From an optimization exercise on the open Yosys and OpenROAD flow, aimed at small area; shortcuts taken in it are not production practice.
At most, simulation tests tie the RTL to the original design; equivalence was not proved.
Function not checked in run 1: the RTL went through the layout flow alone.
Power and IR drop assume default switching activity.

[flow/run.sh]
#!/bin/bash
# synth_recipe.tcl (not shown) runs the flow's synth.tcl, then flattens the netlist and writes it again
# the make line also repeats each setting of config.mk as NAME=value (left out here)
make -C /OpenROAD-flow-scripts/flow DESIGN_CONFIG=/design/flow/config.mk WORK_HOME=/design/flow/orfs CLKGATE_MAP_FILE= SYNTH_SCRIPT=/design/flow/synth_recipe.tcl finish
[flow/design.v]
module lab05(clk,rst,money_5,money_10,cancel,drink_A,drink_B,drop_money,enough_A,enough_B,DIGIT,DISPLAY);
    input clk;
    input rst;
    input money_5;
    input money_10;
    input cancel;
    input drink_A;
    input drink_B;
    output [9:0] drop_money;
    output enough_A;
    output enough_B;
    output [3:0] DIGIT;
    output [6:0] DISPLAY;
    localparam [2:0] S_DEP   = 3'd0;
    localparam [2:0] S_INIT0 = 3'd1;
    localparam [2:0] S_INIT5 = 3'd2;
    localparam [2:0] S_BUY   = 3'd3;
    localparam [2:0] S_MSG   = 3'd4;
    localparam [2:0] S_CHG0  = 3'd5;
    localparam [2:0] S_CHG5  = 3'd6;
    localparam [2:0] S_CHG10 = 3'd7;
    reg [8:0] num;
    wire [8:0] cy = {&num[7:0], &num[6:0], &num[5:0], &num[4:0], &num[3:0], &num[2:0], &num[1:0], num[0], 1'b1};
    always @(posedge clk, posedge rst)
        if (rst) num <= 9'd0;
        else num <= num ^ cy;
    wire tick13 = cy[2] & ~num[2];
    wire tick16 = cy[5] & ~num[5];
    wire tick26 = cy[8] & ~num[8];
    localparam [2:0] R0 = 3'd0, R1 = 3'd1, R2 = 3'd2, R3 = 3'd3,
                     R4 = 3'd4, R5 = 3'd5, R6 = 3'd6, P7 = 3'd7;
    wire [4:0] pb = {cancel, drink_B, drink_A, money_10, money_5};
    reg [2:0] bs [0:4];
    reg [2:0] bn [0:4];
    wire [4:0] pul;
    genvar g;
    generate for (g = 0; g < 5; g = g + 1) begin : btn
        always @(*) begin
            case ({bs[g], pb[g]})
                {R0, 1'b1}: bn[g] = R1;
                {R1, 1'b1}: bn[g] = R2;
                {R2, 1'b1}: bn[g] = R3;
                {R3, 1'b1}: bn[g] = R4;
                {R4, 1'b1}: bn[g] = R5;
                {R5, 1'b1}: bn[g] = R6;
                {R6, 1'b1}: bn[g] = R6;
                {P7, 1'b1}: bn[g] = R1;
                {R4, 1'b0}: bn[g] = P7;
                default:    bn[g] = R0;
            endcase
        end
        always @(posedge clk, posedge rst)
            if (rst) bs[g] <= R0;
            else if (tick16) bs[g] <= bn[g];
        assign pul[g] = (bs[g] == R5) | (bs[g] == P7);
    end endgenerate
    reg [2:0] st;
    reg [3:0] tens;      
    reg five;            
    reg [1:0] pr;        
    reg cA, cB;          
    wire money = (tens != 4'd0) | five;
    wire enA_v = (tens >= 4'd2);
    wire enB_v = (tens >= 4'd3) | ((tens == 4'd2) & five);
    wire dep = (st == S_DEP);
    wire dep_or_buy = dep | (st == S_BUY);
    assign enough_A = dep_or_buy & enA_v;
    assign enough_B = dep_or_buy & enB_v;
    wire fast = dep | (st == S_INIT0) | (st == S_INIT5);
    wire msg = (st == S_MSG);
    wire tick_ = fast ? tick16 : tick26;
    wire step = msg & tick16;    
    reg [2:0] nst;
    reg [3:0] ntens;
    reg nfive, ncA, ncB;
    reg [1:0] npr;
    always @(*) begin
        nst = st; ntens = tens; nfive = five; npr = pr;
        ncA = cA; ncB = cB;
        if (step) begin
            if (pr != 2'd0) begin
                npr = pr - 2'd1;
                if (pr == 2'd3) begin
                    nfive = ~five;
                    if (!five) ntens = tens - 4'd1;
                end else ntens = tens - 4'd1;
            end
        end else case (st)
            S_DEP: begin
                if (pul[0]) begin
                    if (!five) nfive = 1'b1;
                    else if (tens != 4'd9) begin ntens = tens + 4'd1; nfive = 1'b0; end
                end else if (pul[1]) begin
                    if (tens != 4'd9) ntens = tens + 4'd1;
                end else if (pul[2]) begin
                    ncB = 1'b0;
                    if (cA && enA_v) nst = S_BUY;
                    else begin ncA = ~cA; npr = 2'd2; end
                end else if (pul[3]) begin
                    ncA = 1'b0;
                    if (cB && enB_v) nst = S_BUY;
                    else begin ncB = ~cB; npr = 2'd3; end
                end else if (pul[4]) begin
                    npr = 2'd0;
                    if (money) nst = S_CHG0;
                end
            end
            S_INIT0, S_INIT5: nst = S_DEP;
            S_BUY: nst = S_MSG;
            S_MSG: begin
                nst = money ? S_CHG0 : S_INIT0;
                ncA = 1'b0; ncB = 1'b0;
            end
            default: begin  
                if (!money) nst = S_INIT5;
                else if (tens != 4'd0) begin ntens = tens - 4'd1; nst = S_CHG10; end
                else begin nfive = 1'b0; nst = S_CHG5; end
            end
        endcase
    end
    always @(posedge clk, posedge rst)
        if (rst) begin
            st <= S_DEP; tens <= 4'd0; five <= 1'b0; pr <= 2'd0;
            cA <= 1'b0; cB <= 1'b0;
        end else if (tick_ | step) begin
            st <= nst; tens <= ntens; five <= nfive; pr <= npr;
            cA <= ncA; cB <= ncB;
        end
    wire dh = (st == S_INIT5) | (st == S_CHG5) | (st == S_CHG10);
    wire dl = (st == S_CHG10);
    assign drop_money = {{5{dh}}, {5{dl}}};
    localparam [1:0] D_0 = 2'd0, D_2 = 2'd1, D_C = 2'd2, D_U = 2'd3;
    wire [1:0] d3now = msg ? D_C : pr[1] ? D_2 : D_0;
    reg [1:0] d3;
    always @(posedge clk, posedge rst)
        if (rst) d3 <= D_U;
        else if (tick13) d3 <= d3now;
    wire started = (d3 != D_U);
    wire [2:0] ph = num[4:2];
    assign DIGIT[0] = ~(started & ((ph == 3'd1) | (ph == 3'd2)));
    assign DIGIT[1] = ~(started & ((ph == 3'd3) | (ph == 3'd4)));
    assign DIGIT[2] = ~(started & ((ph == 3'd5) | (ph == 3'd6)));
    assign DIGIT[3] = ~(started & ((ph == 3'd7) | (ph == 3'd0)));
    reg [3:0] sym;
    wire [1:0] d3s = (ph == 3'd0) ? d3 : d3now;
    always @(*) begin
        case (ph)
            3'd1, 3'd2: sym = msg ? 4'd13 : {1'b0, five, 1'b0, five};
            3'd3, 3'd4: sym = msg ? {2'b11, cA, 1'b0} : tens;
            3'd5, 3'd6: sym = msg ? 4'd11 : {1'b0, pr[0], 1'b0, pr[0]};
            default: sym = (d3s == D_C) ? 4'd10 : (d3s == D_2) ? 4'd2 : 4'd0;
        endcase
    end
    reg [6:0] display;
    always @(*) begin
        case (sym)
            4'd0:  display = 7'b0000001;
            4'd1:  display = 7'b1001111;
            4'd2:  display = 7'b0010010;
            4'd3:  display = 7'b0000110;
            4'd4:  display = 7'b1001100;
            4'd5:  display = 7'b0100100;
            4'd6:  display = 7'b0100000;
            4'd7:  display = 7'b0001111;
            4'd8:  display = 7'b0000000;
            4'd9:  display = 7'b0000100;
            4'd10: display = 7'b1110010;
            4'd11: display = 7'b1100010;
            4'd12: display = 7'b0111000;
            4'd13: display = 7'b0110000;
            4'd14: display = 7'b0101000;
            default: display = 7'b0000001;
        endcase
    end
    assign DISPLAY = display;
endmodule
[flow/config.mk]
export PLATFORM = sky130hd
export DESIGN_NAME = lab05
export DESIGN_NICKNAME = lab05
export VERILOG_FILES = /design/flow/design.v
export SDC_FILE = /design/flow/constraint.sdc
export NUM_CORES = 4
export LEC_CHECK = 0
export CAP_MARGIN = 20
export CORE_MARGIN = 2
export CORE_UTILIZATION = 40
export SLEW_MARGIN = 20
[flow/constraint.sdc]
create_clock -name core_clock -period 10.0 [get_ports {clk}]
set_input_delay 2.0000 -clock core_clock [delete_from_list [all_inputs] [get_ports {clk}]]
set_output_delay 2.0000 -clock core_clock [all_outputs]
set_load 0.01 [all_outputs]
==> results of run 1 <==
layout make-up:
class	instances	share of cell area (%)
Multi-Input combinational cell	250	53.8
Sequential cell	38	28.0
Timing Repair Buffer	30	8.73
Tap cell	102	3.74
Inverter	31	3.41
Clock buffer	5	2.02
Clock inverter	2	0.294
worst reg2reg max path: stages, from the launching register on:
cell     delay, ns
dfrtp_1       0.58
and3_1        0.22
ha_1          0.15
ha_1          0.70
inv_1         0.42
nor4_1        0.35
o21ai_0       0.22
o41ai_1       0.38
cell usage in the layout, fill, tap and decap left out, types with 4 or more instances in the layout:
cell type / netlist / routed
a21oi_1: 10 / 10
inv_1: 31 / 31
dfrtp_1: 36 / 36
and3_1: 4 / 4
nor2_1: 12 / 12
a22o_1: 11 / 11
o21ai_0: 31 / 31
o21ai_1: 4 / 4
a31oi_1: 5 / 5
nand2_1: 29 / 29
o211ai_1: 10 / 10
clkbuf_8: 2 / 5
o31ai_1: 8 / 8
nor2b_1: 7 / 7
nand3_1: 8 / 8
ha_1: 35 / 35
xnor2_1: 7 / 7
clkdlybuf4s50_1: 0 / 29
cell families (layout without fill, tap and decap cells):
kind of cell | after synthesis | in the layout
flops | 38 | 38
mux | 8 | 8
fa+ha+maj | 35 | 35
xor+xnor | 10 | 10
compound gates | 106 | 106
buf+inv | 60 | 68
simple gates | 91 | 91
worst min path at each step:
stage | to | slack [ns]
after detailed placement | num[0] | 0.42
after floorplan | num[0] | 0.40
after CTS | num[0] | 0.43
after global routing | num[0] | 0.45
after global placement | num[0] | 0.41
final | num[0] | 0.42
power breakdown:
| group | internal, uW | switching [uW] |
|---|---|---|
| clock | 46.8 | 54.0 |
| sequential | 155 | 1.49 |
| combinational | 3.89 | 5.78 |
registers in the layout, indices dropped and copies added, names as in the netlist, 2 cells and up:
signal and cells:
tens 4, d3 2, num 9, st 3, pr 2, bs 15
routing by layer:
metal  vias to the layer above  track usage, %  wire length [um]
met4                         0            3.36                68
li1                       1253               -                 -
met3                         9            4.11               312
met5                         -               0                 0
met2                        47            24.6              2780
met1                      1152            21.4              3100
through the flow:
stage	std cells	power, uW	hold WS [ns]
after floorplan	348	164	0.398
after global placement	451	169	0.409
after detailed placement	451	169	0.419
after CTS	458	272	0.430
after global routing	458	280	0.448
final	458	267	0.421
==> metrics.md, run 1 <==
| Metric | Value |
|---|---|
| Worst path depth | `10` |
| Post-synth ARST share | `100%` |
| Critical path endpoint | `DISPLAY[1]` |
| CP startpoint | `st[2]` |
| Total core area | `0.00761 mm^2` |
| # diodes | `0` |
| First-pass GRT wire length | `10700 um` |
| Initial antenna violation count | `0` |
| CP dominant cell by count | `ha_1` |
| RR Endpoint | `cA` |
| Setup bufs post-CTS | `0` |
| Largest area contributor in the netlist | `dfrtp_1` |
| CP Launch Type | `flip-flop` |
| Slew headroom | `44.0%` |
| Max VDD drop | `0.0489 mV` |
| Number of synthesized register bits | `38` |
| Number of I/O port buffers | `29` |
| Max_cap viols | `0` |
| Clock buffer depth | `2` |
| Layout fillers | `754` |
| Mux share of post-synthesis cell area | `3.02%` |
| Crit. End Element | `output port` |
| Antenna violation net count after detailed routing | `0` |
| Worst Path Required | `8.00 ns` |
| Worst-case reg-to-reg path depth | `7` |
| GR Util All Layers | `15.5%` |
| CP Class | `reg2out` |
| Residual DRC | `0` |
| # H-tree levels | `2` |
| Post-synth top area share | `29.0%` |
| Number of global-route vias before repair | `2264` |
| EDFF count, synth | `0` |
| Crit path buf inv count | `2` |
| Initial Util | `40.8%` |
| FMAX | `171 MHz` |
| Post-synthesis compound-gate area fraction | `23.3%` |
| Hold path cells | `1` |
| Syn Nets | `390` |
| RSZ-0062 raised after global routing | `false` |
| Nets | `398` |
| Avg Inst Size Synth | `8.92 um^2` |
| Setup ws final | `4.16 ns` |
| Crit path max fanout | `14` |
| DIE AREA | `0.00848 mm^2` |
| GPL Wtd Cong | `0.841` |
| Die Ht | `92.1 um` |
| Top cells by count, synth | `dfrtp_1, ha_1, inv_1, o21ai_0, nand2_1` |
| Post-place instance area | `0.00333 mm^2` |
| Top Ports | `30` |
| Post-route standard cell area excluding fillers | `0.00341 mm^2` |
| Final WL | `6260 um` |
| Unique masters post-synth | `62` |
| Via Count | `2461` |
| CP Data Arrival Time | `3.84 ns` |
| Multi-input gate area | `0.00184 mm^2` |
| Post-cts resize count | `0` |
| Cell with the most instances after synthesis | `dfrtp_1` |
| Area grow syn2layout | `9.88%` |
| Dpl ws | `4.45 ns` |
| PD cells | `78.2 mW/mm^2` |
| Final Max Slew Viols | `0` |
| Hold Path Class | `reg2reg` |
| Post-detailed-route via-to-cell ratio | `5.37` |
| Synthesized cell area | `0.00310 mm^2` |
| Status | `no timing/DRC/antenna violations` |
| Largest net degree at the start of global routing | `39` |
| Largest family of logic cells by synthesized area | `compound AO/OA/AOI/OAI gates` |
| Clock period minus worst slack | `5.84 ns` |
| Drt pass-1 iters | `5` |
| Crit share post-route | `58.4%` |
| TritonCTS Buffers | `5` |
| Setup Skew | `0.00445 ns` |
| CP top delay family | `compound AO/OA/AOI/OAI gates` |
| Syn Inst Count | `348` |
| Storage element area | `953 um^2` |
| Synth Area in Adders | `14.1%` |
| Worst-skew pair later-pin latency | `0.29 ns` |
| CP max stage cell | `dfrtp_1` |
| Congestion Overflow GR | `0` |
| Final setup violation count | `0` |
| Wirelength per Cell | `13.7 um` |
| Root buffer cell | `clkbuf_8` |
| Initial drt markers | `193` |
| CTS tree | `done` |
| Register area share after synthesis | `30.7%` |
| Final Core Density | `44.8%` |
| Hold Violations, Final | `0` |
| Layout cells sized above 1 | `7.30%` |
| CP peak stage delay | `0.59 ns` |
| Hpwl dp | `4680 um` |
| # rows | `32` |
| Top_reg_cell synth | `dfrtp_1` |
| Post-Synth XOR/XNOR Area | `2.82%` |
| Synthesis Warnings | `3` |
| Post-synthesis simple-gate area fraction | `15.9%` |
| Setup TNS | `0 ns` |
| Synth area leaders | `dfrtp_1, ha_1, o21ai_0, inv_1, nand2_1` |
| Post-CTS Hold Buffers | `0` |
| R2R Path Start | `num[3]` |
| Chip Width | `92.1 um` |
| Sink Count | `38` |
| Worst R2R Setup Slack | `6.87 ns` |
| Worst-margin pin slew | `0.818 ns` |
| Clk slew on worst S/H paths | `0.07 ns` |
| HP Start | `num[0]` |
| Crit-path cells | `or3b_1 -> o21ai_0 -> ha_1 -> o21a_1 -> a211oi_2 -> inv_1 -> ha_1 -> or3_1 -> o211ai_1 -> clkdlybuf4s50_1` |
| Pleak | `0.00150 uW` |
==> run 2: changes to the inputs <==
--- a/flow/design.v
+++ b/flow/design.v
@@ -28,6 +28,6 @@
     wire tick16 = cy[5] & ~num[5];
     wire tick26 = cy[8] & ~num[8];
-    localparam [2:0] R0 = 3'd0, R1 = 3'd1, R2 = 3'd2, R3 = 3'd3,
-                     R4 = 3'd4, R5 = 3'd5, R6 = 3'd6, P7 = 3'd7;
+    localparam [2:0] R0 = 3'd0, R1 = 3'd7, R2 = 3'd4, R3 = 3'd1,
+                     R4 = 3'd3, R5 = 3'd6, R6 = 3'd5, P7 = 3'd2;
     wire [4:0] pb = {cancel, drink_B, drink_A, money_10, money_5};
     reg [2:0] bs [0:4];
==> metrics.md, run 2 <==
| Metric | Value |
|---|---|
| Status | `no timing/DRC/antenna violations` |
| Worst Path Required | `8.00 ns` |
| First-pass GRT wire length | `9880 um` |
| Number of I/O port buffers | `29` |
| Crit share post-route | `56.3%` |
| Post-synth top area share | `32.4%` |
| Nets | `356` |
| Largest area contributor in the netlist | `dfrtp_1` |
| Post-detailed-route via-to-cell ratio | `5.48` |
| Most frequent cells in the layout | `dfrtp_1, inv_1, clkdlybuf4s50_1` |
| Setup TNS | `0 ns` |
| Cell Count Post-Placement | `402` |
| Max VDD drop | `0.0544 mV` |
| CTS tree | `done` |
| Clock period minus worst slack | `5.63 ns` |
| Max reg flops | `15` |
| GPL Wtd Cong | `0.844` |
| Area grow syn2layout | `12.1%` |
| Post-cts resize count | `0` |
| RSZ-0062 raised after global routing | `false` |
| EDFF count, synth | `0` |
| Final Core Density | `46.1%` |
| CP Data Arrival Time | `3.63 ns` |
| Top Ports | `30` |
| Synthesis Warnings | `3` |
| Top cells by count, synth | `dfrtp_1, inv_1, o21ai_0, nand2_1, a21oi_1` |
| Setup bufs post-CTS | `0` |
| Top_reg_cell synth | `dfrtp_1` |
| Total core area | `0.00676 mm^2` |
| Chip Width | `87.4 um` |
| Most common cell after layout, fill and taps aside | `dfrtp_1` |
| Setup Skew | `0.00951 ns` |
| Crit. End Element | `output port` |
| Largest net degree at the start of global routing | `39` |
| DIE AREA | `0.00763 mm^2` |
| Hold Path Class | `reg2reg` |
| PD cells | `89.4 mW/mm^2` |
| # diodes | `0` |
| Register area share after synthesis | `34.3%` |
| CP Launch Type | `flip-flop` |
| Congestion Overflow GR | `0` |
| Initial antenna violation count | `0` |
| Crit path max fanout | `18` |
| Final setup violation count | `0` |
| Residual DRC | `0` |
| Worst-skew pair later-pin latency | `0.29 ns` |
| # rows | `30` |
| Synth area leaders | `dfrtp_1, ha_1, o21ai_0, a21oi_1, inv_1` |
| Layout cells sized above 1 | `9.39%` |
| Worst-margin pin slew | `0.714 ns` |
| Sink Count | `38` |
| Number of global-route vias before repair | `2128` |
| Unique masters post-synth | `61` |
| Clock buffer depth | `2` |
| Synthesized cell area | `0.00278 mm^2` |
| Hold Violations, Final | `0` |
| Syn Inst Count | `316` |
| GR Util All Layers | `16.0%` |
| Final non-filler cell total | `410` |
| Max_cap viols | `0` |
| Clk slew on worst S/H paths | `0.08 ns` |
| # H-tree levels | `2` |
| Die Ht | `87.4 um` |
| Hpwl dp | `4140 um` |
| Drt pass-1 iters | `4` |
| Worst hold margin | `0.433 ns` |
| Root buffer cell | `clkbuf_8` |
| FMAX | `178 MHz` |
| Cell with the most instances after synthesis | `dfrtp_1` |
| Initial drt markers | `137` |
| Avg Inst Size Synth | `8.80 um^2` |
| Number of synthesized register bits | `38` |
| Post-CTS Hold Buffers | `0` |
| CP Class | `reg2out` |
| Largest registers | `bs (15), num (9), tens (4)` |
| Antenna violation net count after detailed routing | `0` |
| Slew headroom | `52.3%` |
| Wirelength per Cell | `13.9 um` |
| Syn Nets | `343` |
| Post-synth ARST share | `100%` |
| Largest Register | `bs` |
| Pleak | `0.00138 uW` |
| Final WL | `5690 um` |
| TritonCTS Buffers | `5` |
| Final Max Slew Viols | `0` |
| Via Count | `2247` |
| Initial Util | `41.1%` |
-- run 2: critical path, stage by stage (launching register included) --
cell             delay, ns
dfrtp_1               0.64
or3b_1                0.55
o21ai_0               0.24
ha_1                  0.27
o22ai_2               0.35
inv_1                 0.15
ha_1                  0.20
mux2_1                0.29
o21ai_1               0.11
clkdlybuf4s50_1       0.54
-- run 2: report_power, final --
| part | internal [uW] | switching, uW |
|---|---|---|
| logic | 3.73 | 5.69 |
| clock network | 55.5 | 57.3 |
| registers | 155 | 1.18 |
| total | 214 | 64.2 |
-- run 2: routing by layer --
metal / wire [um] / track usage (%) / part of all wire [%] / up-vias
met1: 2710 / 20.7 / 48 / 1058
met5: 0 / 0 / 0 / -
met2: 2690 / 27.1 / 47 / 43
met4: 65 / 4.62 / 1.1 / 0
li1: - / - / - / 1139
met3: 221 / 3.03 / 3.9 / 7
-- run 2: metrics by stage --
stage	total power (uW)	setup slack (ns)	instance area, um^2
CTS	285	4.36	3120
detailed placement	169	4.70	3020
floorplan	164	5.57	2780
global placement	169	4.74	3020
finish	279	4.37	3120
global route	292	4.02	3120
-- run 2: worst paths after layout --
check	start	end	slack, ns	cells past startpoint
worst max-delay path	st[2]	DISPLAY[1]	4.37	9
worst min-delay path	num[0]	num[0]	0.43	1
worst max register to register	num[3]	cB	7.44	8
worst min register to register	num[0]	num[0]	0.43	1
max in group asynchronous	rst	d3[1]	7.52	3
min in group asynchronous	rst	bs[0][2]	2.12	3
-- run 2: kinds of logic after synthesis --
group	synth area share (%)
buf+inv	9.81
simple gates	16.6
mux	3.51
xor+xnor	2.84
flops	34.3
fa+ha+maj	9.00
compound gates	24.0
-- run 2: cell type report --
class                      instances  area (um^2)
timing repair buffer              31          305
tap                               80          100
inverter                          29          109
sequential                        38          953
fill                             656         3640
clock buffer                       6         82.6
multi-input combinational        224         1550
clock inverter                     2         12.5

## afterwards: timing with drivers on the ports
In the flow no input, the clock included, has a driving cell. The finished layouts below were timed again as built, in two steps.
Step 1 sets driving cells, clkbuf_16 on the clock port and buf_2 on the other inputs (assumed; they add their load-dependent delay and slew).
Step 2 also shifts input and output timing later by t, the mid clock arrival at the registers, as if the neighbouring blocks saw the same clock.
Slacks: ideal / step 1 / step 2; pairs: ideal / step 1.
| run | t, ns | setup slack, ns | worst register clock-pin slew, ns | worst data-port slew with drivers (ns) |
|---|---|---|---|---|
| run 1 | 0.317 | 4.157 / 4.131 / 4.448 | 0.07 / 0.07 | 0.03 |
| run 2 | 0.316 | 4.368 / 4.339 / 4.655 | 0.08 / 0.08 | 0.03 |
After both steps every run listed still meets setup and hold.
